Background: an optimization exercise with open tools, aiming at small area. Do not read the settings as production practice. Only simulation tests tie the RTL to the original design; equivalence was not proved. Power and IR drop assume default switching activity.

==> zinc <==
==> flow/design.v <==
module SYS_TOP (
 input  wire RST_N,
 input  wire CLK,
 input  wire UART_RX_IN,
 output wire UART_TX_O,
 output wire parity_error,
 output wire framing_error
);
reg  [7:0] reg0, reg1;
reg        r2_p32, r2_p16, r2_typ, r2_en;      
reg  [4:0] r3;                                
wire [7:0] REG2 = {r2_p32, r2_p16, ~(r2_p32 | r2_p16), 3'b000, r2_typ, r2_en};
wire [7:0] REG3 = {2'b00, (r3 == 5'd0), r3};
reg       ract;
reg [4:0] rtm;
reg [3:0] rbit;
reg [7:0] rsr;
reg       rpar;
reg       perr, ferr;
wire rx       = UART_RX_IN;
wire rsamp    = ract & (rtm == 5'd15);
wire r_start  = (rbit == 4'd0);
wire r_data   = (rbit != 4'd0) & (rbit <= 4'd8);
wire r_par    = r2_en & (rbit == 4'd9);
wire r_stop   = r2_en ? (rbit == 4'd10) : (rbit == 4'd9);
wire r_past   = (rbit >= 4'd10) & ~r_stop;
wire r_perr   = rx ^ rpar;
wire rx_valid = rsamp & r_stop & rx;
wire r_idle   = (r_start & rx) | (r_par & r_perr) | (r_stop & rx) | r_past;
always @(posedge CLK) begin
	rtm <= ract ? rtm + 5'd1 : 5'd0;
	if (~ract)
		rbit <= 4'd0;
	else if (rsamp)
		rbit <= rbit + 4'd1;
	if (rsamp & ~rbit[3])
		rsr <= {rx, rsr[7:1]};
	else if (rsamp & r_data)
		rsr <= {rx, rsr[7:1]};
	if (rsamp & r_start)
		rpar <= r2_typ;
	else if (rsamp & r_data)
		rpar <= rpar ^ rx;
end
always @(posedge CLK or negedge RST_N) begin
	if (~RST_N) begin
		ract <= 1'b0;
		perr <= 1'b0;
		ferr <= 1'b0;
	end
	else begin
		if (~ract)
			ract <= ~rx;
		else if (rsamp & r_idle)
			ract <= 1'b0;
		if (rsamp & r_par)
			perr <= r_perr;
		if (rsamp & r_stop)
			ferr <= ~rx;
	end
end
assign parity_error  = perr;
assign framing_error = ferr;
localparam [2:0] C_IDLE = 3'd0, C_WADDR = 3'd1, C_WDATA = 3'd2, C_RADDR = 3'd3,
                 C_OPA  = 3'd4, C_OPB   = 3'd5, C_FUNC  = 3'd6, C_STUCK = 3'd7;
reg [2:0] cst;
reg [3:0] pa;           
reg       wpend;        
reg       rpend;        
reg [3:0] fn;           
reg       ago;          
reg  [3:0] ph;
reg        rinit;
wire       match = (pa[3:2] == 2'b00) | (ph == pa);
reg  [95:0] ring;
wire [7:0]  ring_tail = ring[95:88];
wire        ring_we   = wpend & (ph == pa);
wire [7:0]  ring_head = ring_we ? rsr : (rinit ? ring_tail : 8'd0);
always @(posedge CLK)
	ring <= {ring[87:0], ring_head};
always @(posedge CLK or negedge RST_N) begin
	if (~RST_N) begin
		ph    <= 4'd4;
		rinit <= 1'b0;
	end
	else begin
		ph <= (ph == 4'd15) ? 4'd4 : ph + 4'd1;
		if (ph == 4'd15)
			rinit <= 1'b1;
	end
end
wire [7:0] rdat = (pa[3:2] != 2'b00) ? ring_tail :
                  pa[1] ? (pa[0] ? REG3 : REG2) : (pa[0] ? reg1 : reg0);
wire wr_now = wpend & match;
wire rd_now = rpend & match;
always @(posedge CLK) begin
	if (rx_valid) begin
		if (cst == C_WADDR || cst == C_RADDR)
			pa <= rsr[3:0];
		else if (cst == C_OPA)
			pa <= 4'd0;
		else if (cst == C_OPB)
			pa <= 4'd1;
		if (cst == C_FUNC)
			fn <= rsr[3:0];
	end
end
always @(posedge CLK or negedge RST_N) begin
	if (~RST_N) begin
		cst    <= C_IDLE;
		wpend  <= 1'b0;
		rpend  <= 1'b0;
		ago    <= 1'b0;
		reg0   <= 8'd0;
		reg1   <= 8'd0;
		r2_p32 <= 1'b1;
		r2_p16 <= 1'b0;
		r2_typ <= 1'b0;
		r2_en  <= 1'b1;
		r3     <= 5'd0;
	end
	else begin
		ago <= 1'b0;
		if (wr_now) begin
			wpend <= 1'b0;
			if (pa[3:2] == 2'b00) case (pa[1:0])
				2'd0: reg0 <= rsr;
				2'd1: reg1 <= rsr;
				2'd2: begin r2_p32 <= rsr[7]; r2_p16 <= rsr[6]; r2_typ <= rsr[1]; r2_en <= rsr[0]; end
				2'd3: r3 <= rsr[4:0];
			endcase
		end
		if (rd_now)
			rpend <= 1'b0;
		if (rx_valid) begin
			case (cst)
				C_IDLE : cst <= (rsr == 8'hAA) ? C_WADDR :
				                (rsr == 8'hBB) ? C_RADDR :
				                (rsr == 8'hCC) ? C_OPA :
				                (rsr == 8'hDD) ? C_FUNC : C_IDLE;
				C_WADDR: cst <= C_WDATA;
				C_WDATA: begin cst <= C_IDLE; wpend <= 1'b1; end
				C_RADDR: begin cst <= C_IDLE; rpend <= 1'b1; end
				C_OPA  : begin cst <= C_OPB;  wpend <= 1'b1; end
				C_OPB  : begin cst <= C_FUNC; wpend <= 1'b1; end
				C_FUNC : begin
				         	if (rsr[3:0] == 4'hF)
				         		cst <= C_STUCK;
				         	else begin
				         		cst <= C_IDLE;
				         		ago <= 1'b1;
				         	end
				         end
				default: cst <= C_STUCK;
			endcase
		end
	end
end
reg  [15:0] S;
reg         abusy;
reg  [2:0]  acnt;
wire [7:0] A = reg0;
wire [7:0] B = reg1;
reg  [7:0] ax, ay;
reg        asub;
always @(*) begin
	if (abusy & fn[0]) begin           
		ax = S[14:7]; ay = B; asub = 1'b1;
	end
	else if (abusy) begin              
		ax = S[15:8]; ay = S[0] ? A : 8'd0; asub = 1'b0;
	end
	else begin
		ax = A; ay = B; asub = (fn != 4'd0);
	end
end
wire [8:0] asum = {1'b0, ax} + {1'b0, ay ^ {8{asub}}} + {8'd0, asub};
wire a_eq = (asum[7:0] == 8'd0);
wire a_lt = ~asum[8];
reg [15:0] res;
always @(*) begin
	case (fn)
		4'd0 : res = {7'd0, asum[8:0]};
		4'd1 : res = {{8{~asum[8]}}, asum[7:0]};
		4'd2 : res = {8'd0, B};
		4'd3 : res = {8'd0, A};
		4'd4 : res = {8'h00, A & B};
		4'd5 : res = {8'h00, A | B};
		4'd6 : res = {8'hFF, ~(A & B)};
		4'd7 : res = {8'hFF, ~(A | B)};
		4'd8 : res = {8'h00, A ^ B};
		4'd9 : res = {8'hFF, ~(A ^ B)};
		4'd10: res = {15'd0, a_eq};
		4'd11: res = {14'd0, ~a_lt & ~a_eq, 1'b0};
		4'd12: res = {14'd0, a_lt, a_lt};
		4'd13: res = {9'd0, A[7:1]};
		default: res = {7'd0, A, 1'b0};
	endcase
end
wire d_nb   = S[15] | asum[8];              
wire a_last = (acnt == 3'd7);
wire a_seq  = (fn[3:1] == 3'b001);          
reg       tact;
reg [3:0] tbit;
reg [4:0] ttm;
reg       tmore, tpar;
wire tend    = (ttm == r3);
wire t_data  = (tbit != 4'd0) & (tbit <= 4'd8);
wire t_par   = r2_en & (tbit == 4'd9);
wire t_stop  = r2_en ? (tbit == 4'd10) : (tbit == 4'd9);
wire tx_alu  = (ago & ~a_seq) | (abusy & a_last);
wire tx_go   = tx_alu | rd_now;
always @(posedge CLK) begin
	if (rd_now)
		S[7:0] <= rdat;
	else if (ago)
		S <= res;
	else if (abusy & fn[0])
		S <= {(a_last ? 8'd0 : (d_nb ? asum[7:0] : ax)), S[6:0], d_nb};
	else if (abusy)
		S <= {asum, S[7:1]};
	else if (tact & tend & t_data)
		S <= {1'b0, S[15:1]};
	if (ago)
		acnt <= 3'd0;
	else
		acnt <= acnt + 3'd1;
	if (tx_go) begin
		tbit  <= 4'd0;
		ttm   <= 5'd1;
		tmore <= tx_alu;
	end
	else if (tact) begin
		ttm <= tend ? 5'd1 : ttm + 5'd1;
		if (tend) begin
			if (t_stop) begin
				tbit  <= 4'd0;
				tmore <= 1'b0;
			end
			else
				tbit <= tbit + 4'd1;
			if (tbit == 4'd0)
				tpar <= r2_typ;
			else if (t_data)
				tpar <= tpar ^ S[0];
		end
	end
end
always @(posedge CLK or negedge RST_N) begin
	if (~RST_N) begin
		abusy <= 1'b0;
		tact  <= 1'b0;
	end
	else begin
		if (ago)
			abusy <= a_seq;
		else if (a_last)
			abusy <= 1'b0;
		if (tx_go)
			tact <= 1'b1;
		else if (tact & tend & t_stop & ~tmore)
			tact <= 1'b0;
	end
end
assign UART_TX_O = ~tact | ((tbit != 4'd0) & (t_data ? S[0] : (t_par ? tpar : 1'b1)));
endmodule
==> flow/run.sh <==
#!/bin/bash
# synth_recipe.tcl (not shown) runs the flow's synth.tcl, then flattens the netlist and writes it again
# the make line also repeats each setting of config.mk as NAME=value (left out here)
make -C /OpenROAD-flow-scripts/flow DESIGN_CONFIG=/design/flow/config.mk WORK_HOME=/design/flow/orfs CLKGATE_MAP_FILE= SYNTH_SCRIPT=/design/flow/synth_recipe.tcl finish
==> flow/config.mk <==
export PLATFORM = sky130hd
export DESIGN_NAME = SYS_TOP
export DESIGN_NICKNAME = SYS_TOP
export VERILOG_FILES = /design/flow/design.v
export SDC_FILE = /design/flow/constraint.sdc
export NUM_CORES = 4
export LEC_CHECK = 0
export CAP_MARGIN = 20
export CORE_MARGIN = 2
export CORE_UTILIZATION = 40
export SLEW_MARGIN = 20
==> flow/constraint.sdc <==
create_clock -name core_clock -period 40.0 [get_ports {CLK}]
set_input_delay 8.0000 -clock core_clock [delete_from_list [all_inputs] [get_ports {CLK}]]
set_output_delay 8.0000 -clock core_clock [all_outputs]
set_load 0.01 [all_outputs]
==> amber (differences from zinc) <==
ABC_AREA = 1   (was default)
==> notes.md <==
Outcome
The flow ran to the end and the layout has no timing, DRC or antenna violations.

Die
Once the floorplan was initialized, standard cells occupied between 40% and 50% of the core.

Timing
Setup slack on the critical path of the routed design comes to approximately 30,000 ps. The maximum frequency from static timing analysis is about 98 MHz.

Pwr
For this design the total switching power over the nets is around 0.00013 W.
-- figures above: amber

==> notes.md <==
Critical path
Counting buffers and inverters, the worst setup path is 6 cells deep.

Die
The core outline area is between 20,000 and 25,000 um^2. The effective utilization at floorplan is 40.9%.

Synth
The share of the synthesized area in the top cell type is a little over a quarter. The post-synthesis share of cell area spent on full adders, half adders and majority gates is around 5.3%.

Global route
The global-route track usage on met2 is approximately 28%.

Pwr
The clock group total power is 0.000176 W.

Outcome
The flow ran to the end and the layout has no timing, DRC or antenna violations.
-- figures above: zinc

-- what the ideal ports hide --
Ports are ideal in the flow. The routed layouts listed here were re-timed in OpenROAD.
Step 1 sets driving cells, clkbuf_16 on the clock port and buf_2 on the other inputs (assumed; they add their load-dependent delay and slew).
Step 2 times the ports against the registers' clock, not the clock port: input delays grow and output delays shrink by t, the midpoint of the rising clock arrivals with the driver on.
Slacks: ideal ports / drivers / drivers and shift; pairs: ideal ports / drivers.
| run | shift t [ns] | setup slack, ns | hold WS [ns] | worst setup path at the end |
|---|---|---|---|---|
| zinc | 0.476 | 29.808 / 29.760 / 30.007 | 0.324 / 0.324 / 0.324 | input to register |
| amber | 0.477 | 29.821 / 29.778 / 30.254 | 0.325 / 0.325 / 0.325 | register to output |
After both steps every run listed still meets setup and hold.
